From an optimization exercise on the open Yosys and OpenROAD flow, aimed at small area and a short achievable clock period; shortcuts taken in it are not production practice.
At most, simulation tests tie the RTL to the original design; equivalence was not proved.
Power and IR drop assume default switching activity.

==> build 65 <==
## mul
module mul(clk,reset,opcode,go,
	   src_A,
	   src_B,
	   src_hilo,
	   rob_ptr_in,
	   gpr_prf_ptr_in,
	   hilo_prf_ptr_in,
	   y,complete,
	   rob_ptr_out,
	   gpr_prf_ptr_val_out,
	   gpr_prf_ptr_out,
	   hilo_prf_ptr_val_out,
	   hilo_prf_ptr_out);
Settings: LEC_CHECK=0, CAP_MARGIN=20, CORE_MARGIN=2, CORE_UTILIZATION=40, SLEW_MARGIN=20, SYNTH_HIERARCHICAL=1, SYNTH_MINIMUM_KEEP_SIZE=0; clock period 10.5 ns.
standard.sh (not shown) runs the stock make flow with config.mk's settings and CLKGATE_MAP_FILE= SYNTH_SCRIPT=/design/flow/synth_recipe.tcl, a recipe that flattens the netlist after the stock synthesis.
==> flow/flow/run.sh <==
#!/bin/bash
set -euo pipefail
bash standard.sh SETUP_SLACK_MARGIN=6.7 "BUFFER_PORTS_ARGS=-buffer_cell sky130_fd_sc_hd__buf_2" finish > make_finish.log 2>&1
==> inputs of trial 58, as changes to build 65 <==
==> flow/flow/run.sh (replaced) <==
#!/bin/bash
set -euo pipefail
bash standard.sh SETUP_SLACK_MARGIN=6.85 "BUFFER_PORTS_ARGS=-buffer_cell sky130_fd_sc_hd__buf_1" finish > make_finish.log 2>&1
--- a/flow/config.mk
+++ b/flow/config.mk
@@ -9,3 +9,4 @@
 export CORE_MARGIN = 2
-export CORE_UTILIZATION = 40
+export CORE_UTILIZATION = 55
+export CTS_BUF_LIST = sky130_fd_sc_hd__clkbuf_8
 export SLEW_MARGIN = 20
==> inputs of build 17, as changes to build 65 <==
==> flow/flow/run.sh (replaced) <==
#!/bin/bash
set -euo pipefail
bash standard.sh SETUP_SLACK_MARGIN=6.85 "BUFFER_PORTS_ARGS=-buffer_cell sky130_fd_sc_hd__buf_1" finish > make_finish.log 2>&1
--- a/flow/config.mk
+++ b/flow/config.mk
@@ -10,2 +10,3 @@
 export CORE_UTILIZATION = 40
+export CTS_BUF_LIST = sky130_fd_sc_hd__clkbuf_8
 export SLEW_MARGIN = 20
==> impl_metrics.json <==
{
  "p_int_w": 0.007750,
  "grt_pass1_vias": 26180,
  "max_freq_mhz": 266.1,
  "status": "finished clean"
}
-- figures above: build 65

==> impl_metrics.json <==
{
  "status": "finished clean",
  "grt_pass1_vias": 26780,
  "max_freq_mhz": 277.3,
  "p_int_w": 0.007599
}
-- figures above: build 17

==> impl_metrics.json <==
{
  "grt_pass1_vias": 27620,
  "max_freq_mhz": 276.4,
  "worst_setup_path_end_kind": "register",
  "yosysTopAreaCellShare_pct": 29.83,
  "status": "finished clean",
  "worstSetupStartpointType": "register",
  "p_int_w": 0.007669
}
-- figures above: trial 58


==> run a: inputs <==
mul, a different RTL version from the one above (not shown whole).
Design mul, start of the top module:
module mul(clk,reset,opcode,go,
	   src_A,
	   src_B,
	   src_hilo,
	   rob_ptr_in,
	   gpr_prf_ptr_in,
	   hilo_prf_ptr_in,
	   y,complete,
	   rob_ptr_out,
	   gpr_prf_ptr_val_out,
	   gpr_prf_ptr_out,
	   hilo_prf_ptr_val_out,
	   hilo_prf_ptr_out);
   input logic clk;
   input logic reset;
   input logic [7:0] opcode;
   input logic go;
   input logic [31:0] src_A;
   input logic [31:0] src_B;
   input logic [63:0] src_hilo;
   input logic [5-1:0] rob_ptr_in;
   input logic [6-1:0] gpr_prf_ptr_in;
   input logic [2-1:0] hilo_prf_ptr_in;
   output logic [63:0] 			  y;
   output logic 			  complete;
   output logic [5-1:0] rob_ptr_out;
   output logic 		      gpr_prf_ptr_val_out;
   output logic [6-1:0] gpr_prf_ptr_out;
   output logic 			   hilo_prf_ptr_val_out;
   output logic [2-1:0] hilo_prf_ptr_out;
   wire t_is_mul   = (opcode == 8'd68);
   wire t_unsigned = (opcode == 8'd12);
   wire t_acc      = (opcode == 8'd66) | (opcode == 8'd69);
   wire t_msub     = (opcode == 8'd69);
   logic        r0_v, r0_mul;
   logic [31:0] r0_a;
   logic        r0_as;
   logic [63:0] r0_h;
   logic        r0_msub;
   logic        r0_inv;
   logic [5-1:0] r0_rob;
   logic [6-1:0] r0_gpr;
   logic [2-1:0] r0_hptr;
   logic [16:0] r0_one, r0_two, r0_neg;
   wire [34:0] t_b = {{2{src_B[31] & ~t_unsigned}}, src_B, 1'b0};
   logic [16:0] t_one, t_two, t_neg;
   always_comb
     for (integer i = 0; i < 17; i = i + 1) begin
  ...
export LEC_CHECK = 0
export CAP_MARGIN = 20
export CORE_MARGIN = 2
export CORE_UTILIZATION = 40
export CTS_BUF_LIST = sky130_fd_sc_hd__clkbuf_8
export PLACE_DENSITY = 0.75
export SLEW_MARGIN = 20
export SYNTH_HIERARCHICAL = 1
export SYNTH_MINIMUM_KEEP_SIZE = 0
create_clock -name core_clock -period 10.5 [get_ports {clk}]
==> flow/flow/run.sh <==
#!/bin/bash
set -euo pipefail
bash standard.sh SETUP_SLACK_MARGIN=7.0 "BUFFER_PORTS_ARGS=-buffer_cell sky130_fd_sc_hd__buf_1" finish > make_finish.log 2>&1
==> inputs of run b, as changes to run a <==
==> flow/flow/run.sh (replaced) <==
#!/bin/bash
set -euo pipefail
bash standard.sh SETUP_SLACK_MARGIN=6.85 "BUFFER_PORTS_ARGS=-buffer_cell sky130_fd_sc_hd__buf_1" finish > make_finish.log 2>&1
==> qor summary <==
| item | run a | run b |
|---|---|---|
| Stage delay of the slowest cell on the critical path | 0.57 ns | 0.72 ns |
| Result of the run | finished clean | finished clean |
| Fraction of area in clock buffers and inverters | 0.03642 | 0.04280 |
| Part of the power in the clock network | 0.116 | 0.127 |
| Total instance count after detailed placement | 4313 | 4302 |
| Overall routing resource usage | 0.2387 | 0.2331 |
| Via count of the first global-routing pass | 27600 | 27120 |
| Time the worst path needs with I/O delays and setup | 3.540 ns | 3.614 ns |
| Worst Hold Endpoint | r2_rob[0]$_DFF_P_ | r1_hptr[1]$_DFF_P_ |
| Non-clk bufs | 350 | 307 |
| Critical Path End | r1_t[99]$_DFF_P_ | r1_t[111]$_DFF_P_ |
| Setup repair bufs after CTS | 4 | 0 |
| Maximum achievable frequency | 282.5 MHz | 276.7 MHz |
| Worst reg2reg path depth | 8 | 7 |
| Clk_skew | 0.03386 ns | 0.05378 ns |
| Met1 demand-to-capacity share in global routing | 0.2864 | 0.2819 |
| Detailed-route wire length on metal 1 | 39530 µm | 37340 µm |
No functional check of the RTL was part of any run of this note.

==> trial 98: inputs <==
mul with an RTL version that a note above also has.
clock: 10.5 ns
lec_check: 0
cap_margin: 20
core_margin: 2
core_utilization: 40
cts_buf_list: sky130_fd_sc_hd__clkbuf_8
slew_margin: 20
synth_hierarchical: 1
synth_minimum_keep_size: 0
==> flow/flow/run.sh <==
#!/bin/bash
set -euo pipefail
bash standard.sh SETUP_SLACK_MARGIN=6.7 "BUFFER_PORTS_ARGS=-buffer_cell sky130_fd_sc_hd__buf_1" finish > make_finish.log 2>&1
==> inputs of build 74, as changes to trial 98 <==
==> flow/flow/run.sh (replaced) <==
#!/bin/bash
set -euo pipefail
bash standard.sh SETUP_SLACK_MARGIN=7.2 "BUFFER_PORTS_ARGS=-buffer_cell sky130_fd_sc_hd__buf_2" finish > make_finish.log 2>&1
Settings changed: CORE_UTILIZATION 40 to 55, CTS_BUF_LIST sky130_fd_sc_hd__clkbuf_8 to unset, CTS_CLUSTER_SIZE set to 50.
==> inputs of trial 90, as changes to trial 98 <==
==> flow/flow/run.sh (replaced) <==
#!/bin/bash
set -euo pipefail
bash standard.sh SETUP_SLACK_MARGIN=6.85 "BUFFER_PORTS_ARGS=-buffer_cell sky130_fd_sc_hd__buf_1" finish > make_finish.log 2>&1
Settings changed: PLACE_DENSITY set to 0.75.
==> metrics.log <==
INFO  metric status = no timing/DRC/antenna violations
INFO  metric rrSetupSlack = 6.75 ns
INFO  metric timing.hold.ws = 0.318 ns
INFO  metric most-common-layout-cells = 558 x sky130_fd_sc_hd__xnor2_1, 531 x sky130_fd_sc_hd__fa_1, 512 x sky130_fd_sc_hd__a22oi_1, 403 x sky130_fd_sc_hd__dfxtp_1, 231 x sky130_fd_sc_hd__buf_1
INFO  metric area_share_clock_buf_inv = 4.19%
INFO  metric post_route_cells_drive_above_1_share = 7.53%
INFO  metric worst_pin_slew = 0.870 ns
INFO  metric pwr.group.sequential = 2.76 mW
-- figures above: trial 98

==> metrics.log <==
INFO  metric synthXorXnorAreaFrac = 16.7%
INFO  metric post_route_cells_drive_above_1_share = 8.22%
INFO  metric most-common-layout-cells = 558 x sky130_fd_sc_hd__xnor2_1, 531 x sky130_fd_sc_hd__fa_1, 512 x sky130_fd_sc_hd__a22oi_1, 386 x sky130_fd_sc_hd__dfxtp_1, 231 x sky130_fd_sc_hd__buf_1
INFO  metric worst_pin_slew = 1.07 ns
INFO  metric pwr.group.sequential = 2.78 mW
INFO  metric final-nonclk-buf-share = 4.37%
INFO  metric timing.hold.ws = 0.322 ns
INFO  metric synth_mux_area_share = 0%
INFO  metric globalRouteMet1Util = 29.4%
INFO  metric p_sw = 6.23 mW
INFO  metric power_per_standard_cell_area = 352 nW/um2
INFO  metric area_share_clock_buf_inv = 4.26%
INFO  metric status = no timing/DRC/antenna violations
-- figures above: trial 90

==> metrics.log <==
INFO  metric rrSetupSlack = 6.94 ns
INFO  metric area_share_clock_buf_inv = 4.37%
INFO  metric die_w = 259 um
INFO  metric most-common-layout-cells = 530 x sky130_fd_sc_hd__xnor2_1, 449 x sky130_fd_sc_hd__fa_1, 448 x sky130_fd_sc_hd__a22oi_1, 380 x sky130_fd_sc_hd__dfxtp_1, 231 x sky130_fd_sc_hd__buf_2
INFO  metric postSynthRegisterBits = 448
INFO  metric timing.hold.ws = 0.324 ns
INFO  metric worst_pin_slew = 0.796 ns
INFO  metric layout.clock_buffers = 62
INFO  metric status = no timing/DRC/antenna violations
INFO  metric pwr.group.sequential = 2.73 mW
-- figures above: build 74


==> job 4870 <==
Another version of the RTL of mul (not shown whole).
## mul
module mul(clk,reset,opcode,go,
	   src_A,
	   src_B,
	   src_hilo,
	   rob_ptr_in,
	   gpr_prf_ptr_in,
	   hilo_prf_ptr_in,
	   y,complete,
	   rob_ptr_out,
	   gpr_prf_ptr_val_out,
	   gpr_prf_ptr_out,
	   hilo_prf_ptr_val_out,
	   hilo_prf_ptr_out);
   input logic clk;
   input logic reset;
   input logic [7:0] opcode;
   input logic go;
   input logic [31:0] src_A;
   input logic [31:0] src_B;
   input logic [63:0] src_hilo;
   input logic [5-1:0] rob_ptr_in;
   input logic [6-1:0] gpr_prf_ptr_in;
   input logic [2-1:0] hilo_prf_ptr_in;
   output logic [63:0] 			  y;
   output logic 			  complete;
   output logic [5-1:0] rob_ptr_out;
   output logic 		      gpr_prf_ptr_val_out;
   output logic [6-1:0] gpr_prf_ptr_out;
   output logic 			   hilo_prf_ptr_val_out;
   output logic [2-1:0] hilo_prf_ptr_out;
   wire t_is_mul   = (opcode == 8'd68);
   wire t_unsigned = (opcode == 8'd12);
   wire t_acc      = (opcode == 8'd66) | (opcode == 8'd69);
   wire t_msub     = (opcode == 8'd69);
   logic        r0_v, r0_mul;
   logic [31:0] r0_a;
   logic        r0_as;
   logic [63:0] r0_h;
   logic        r0_msub;
   logic        r0_inv;
   logic [5-1:0] r0_rob;
   logic [6-1:0] r0_gpr;
   logic [2-1:0] r0_hptr;
   logic        r0_u31;
   logic [15:0] r0_one, r0_two, r0_neg;
   wire [34:0] t_b = {{2{src_B[31] & ~t_unsigned}}, src_B, 1'b0};
   logic [16:0] t_one, t_two, t_neg;
   always_comb
     for (integer i = 0; i < 17; i = i + 1) begin
        t_one[i] = t_b[2*i+1] ^ t_b[2*i];
        t_two[i] = (t_b[2*i+2] ^ t_b[2*i+1]) & ~(t_b[2*i+1] ^ t_b[2*i]);
        t_neg[i] = t_b[2*i+2] ^ t_msub;
     end
   logic        r1_v, r1_mul, r1_inv;
   logic [176:0] r1_t;
   logic [5-1:0] r1_rob;
   logic [6-1:0] r1_gpr;
   logic [2-1:0] r1_hptr;
   logic        r2_v, r2_gv, r2_hv;
   logic [63:0] r2_y;
   logic [5-1:0] r2_rob;
  ...
==> flow/config.mk <==
export PLATFORM = sky130hd
export DESIGN_NAME = mul
export DESIGN_NICKNAME = mul
export VERILOG_FILES = /design/flow/design.v
export SDC_FILE = /design/flow/constraint.sdc
export NUM_CORES = 4
export LEC_CHECK = 0
export CAP_MARGIN = 20
export CORE_MARGIN = 2
export CORE_UTILIZATION = 50
export CTS_CLUSTER_DIAMETER = 120
export CTS_CLUSTER_SIZE = 28
export PLACE_DENSITY = 0.75
export SLEW_MARGIN = 20
export SYNTH_HIERARCHICAL = 1
export SYNTH_MINIMUM_KEEP_SIZE = 0
==> flow/constraint.sdc <==
create_clock -name core_clock -period 10.5 [get_ports {clk}]
set_input_delay 2.1000 -clock core_clock [delete_from_list [all_inputs] [get_ports {clk}]]
set_output_delay 2.1000 -clock core_clock [all_outputs]
set_load 0.01 [all_outputs]
==> flow/flow/run.sh <==
#!/bin/bash
set -euo pipefail
bash standard.sh SETUP_SLACK_MARGIN=6.85 "BUFFER_PORTS_ARGS=-buffer_cell sky130_fd_sc_hd__buf_1" finish > make_finish.log 2>&1
==> job 1269: changes against job 4870 <==
- CTS_BUF_LIST: not set -> sky130_fd_sc_hd__clkbuf_8
- CTS_CLUSTER_DIAMETER: 120 -> not set
- CTS_CLUSTER_SIZE: 28 -> not set
==> job 994: changes against job 4870 <==
- CTS_CLUSTER_DIAMETER: 120 -> 100
- CTS_CLUSTER_SIZE: 28 -> 20
==> qor summary <==
Stages on the worst setup path: job 1269 8; job 994 6; job 4870 6
Syn-to-layout area delta: job 1269 10.0%; job 994 7.41%; job 4870 6.88%
Hold Path Sink: job 1269 r1_hptr[0]$_DFF_P_; job 994 r1_gpr[5]$_DFF_P_; job 4870 r1_gpr[1]$_DFF_P_
Share of the final layout cell area in sequential cells: job 1269 22.6%; job 994 23.1%; job 4870 23.2%
Met2 routing resource usage after global routing: job 1269 43.5%; job 994 43.1%; job 4870 43.1%
Proportion of total power due to net switching: job 1269 44.0%; job 994 45.1%; job 4870 45.3%
Summed area of non-filler cells in the final layout: job 1269 39000 um2; job 994 38100 um2; job 4870 37900 um2
Final period util: job 1269 34.7%; job 994 34.6%; job 4870 34.9%
Met3 wire length: job 1269 15400 um; job 994 15200 um; job 4870 15100 um
Routed via count: job 1269 26300; job 994 25800; job 4870 25700
Clock root buffer master: job 1269 sky130_fd_sc_hd__clkbuf_8; job 994 sky130_fd_sc_hd__clkbuf_16; job 4870 sky130_fd_sc_hd__clkbuf_16
WL/cell: job 1269 25.6 um; job 994 25.9 um; job 4870 25.9 um
Result of the run: job 1269 no timing/DRC/antenna violations; job 994 no timing/DRC/antenna violations; job 4870 no timing/DRC/antenna violations
Beginning of the worst hold path: job 1269 r0_hptr[0]$_DFF_P_; job 994 r0_gpr[5]$_DFF_P_; job 4870 r0_gpr[1]$_DFF_P_

==> what the ideal ports hide <==
Ports are ideal in the flow. The routed layouts listed here were re-timed in OpenROAD.
Step 1: set_driving_cell puts a clkbuf_16 on clk and a buf_2 on each other input, an assumption about the parent block.
Step 2 times the ports against the registers' clock, not the clock port: input delays grow and output delays shrink by t, the midpoint of the rising clock arrivals with the driver on.
a / b / c = no drivers / after step 1 / after step 2; a / b = the first two.
run	t (ns)	setup WS [ns]	hold WS [ns]	worst register clock-pin slew, ns	worst slew at a driven data input, ns
build 65	0.675	6.742 / 6.742 / 6.742	0.324 / 0.324 / 0.324	0.08 / 0.08	0.09
trial 58	0.742	6.883 / 6.883 / 6.861	0.324 / 0.324 / 0.324	0.07 / 0.07	0.08
build 17	0.770	6.893 / 6.893 / 6.760	0.318 / 0.318 / 0.318	0.08 / 0.08	0.10
run a	0.762	6.960 / 6.960 / 6.505	0.322 / 0.322 / 0.322	0.07 / 0.07	0.08
run b	0.760	6.886 / 6.886 / 6.573	0.323 / 0.323 / 0.323	0.08 / 0.08	0.08
trial 98	0.764	6.754 / 6.754 / 6.745	0.318 / 0.318 / 0.318	0.08 / 0.08	0.10
build 74	0.672	6.945 / 6.945 / 6.783	0.324 / 0.324 / 0.324	0.07 / 0.07	0.08
trial 90	0.772	6.861 / 6.861 / 6.861	0.322 / 0.322 / 0.322	0.07 / 0.07	0.10
job 4870	0.643	6.839 / 6.839 / 6.595	0.334 / 0.334 / 0.334	0.11 / 0.11	0.08
job 1269	0.756	6.852 / 6.852 / 6.549	0.319 / 0.319 / 0.319	0.08 / 0.08	0.08
job 994	0.675	6.870 / 6.870 / 6.596	0.329 / 0.329 / 0.329	0.09 / 0.09	0.08
After both steps setup and hold are still met in every run listed. The setup slack of run a, which loses most, moves by 0.000 ns with the drivers and by -0.455 ns with both steps.
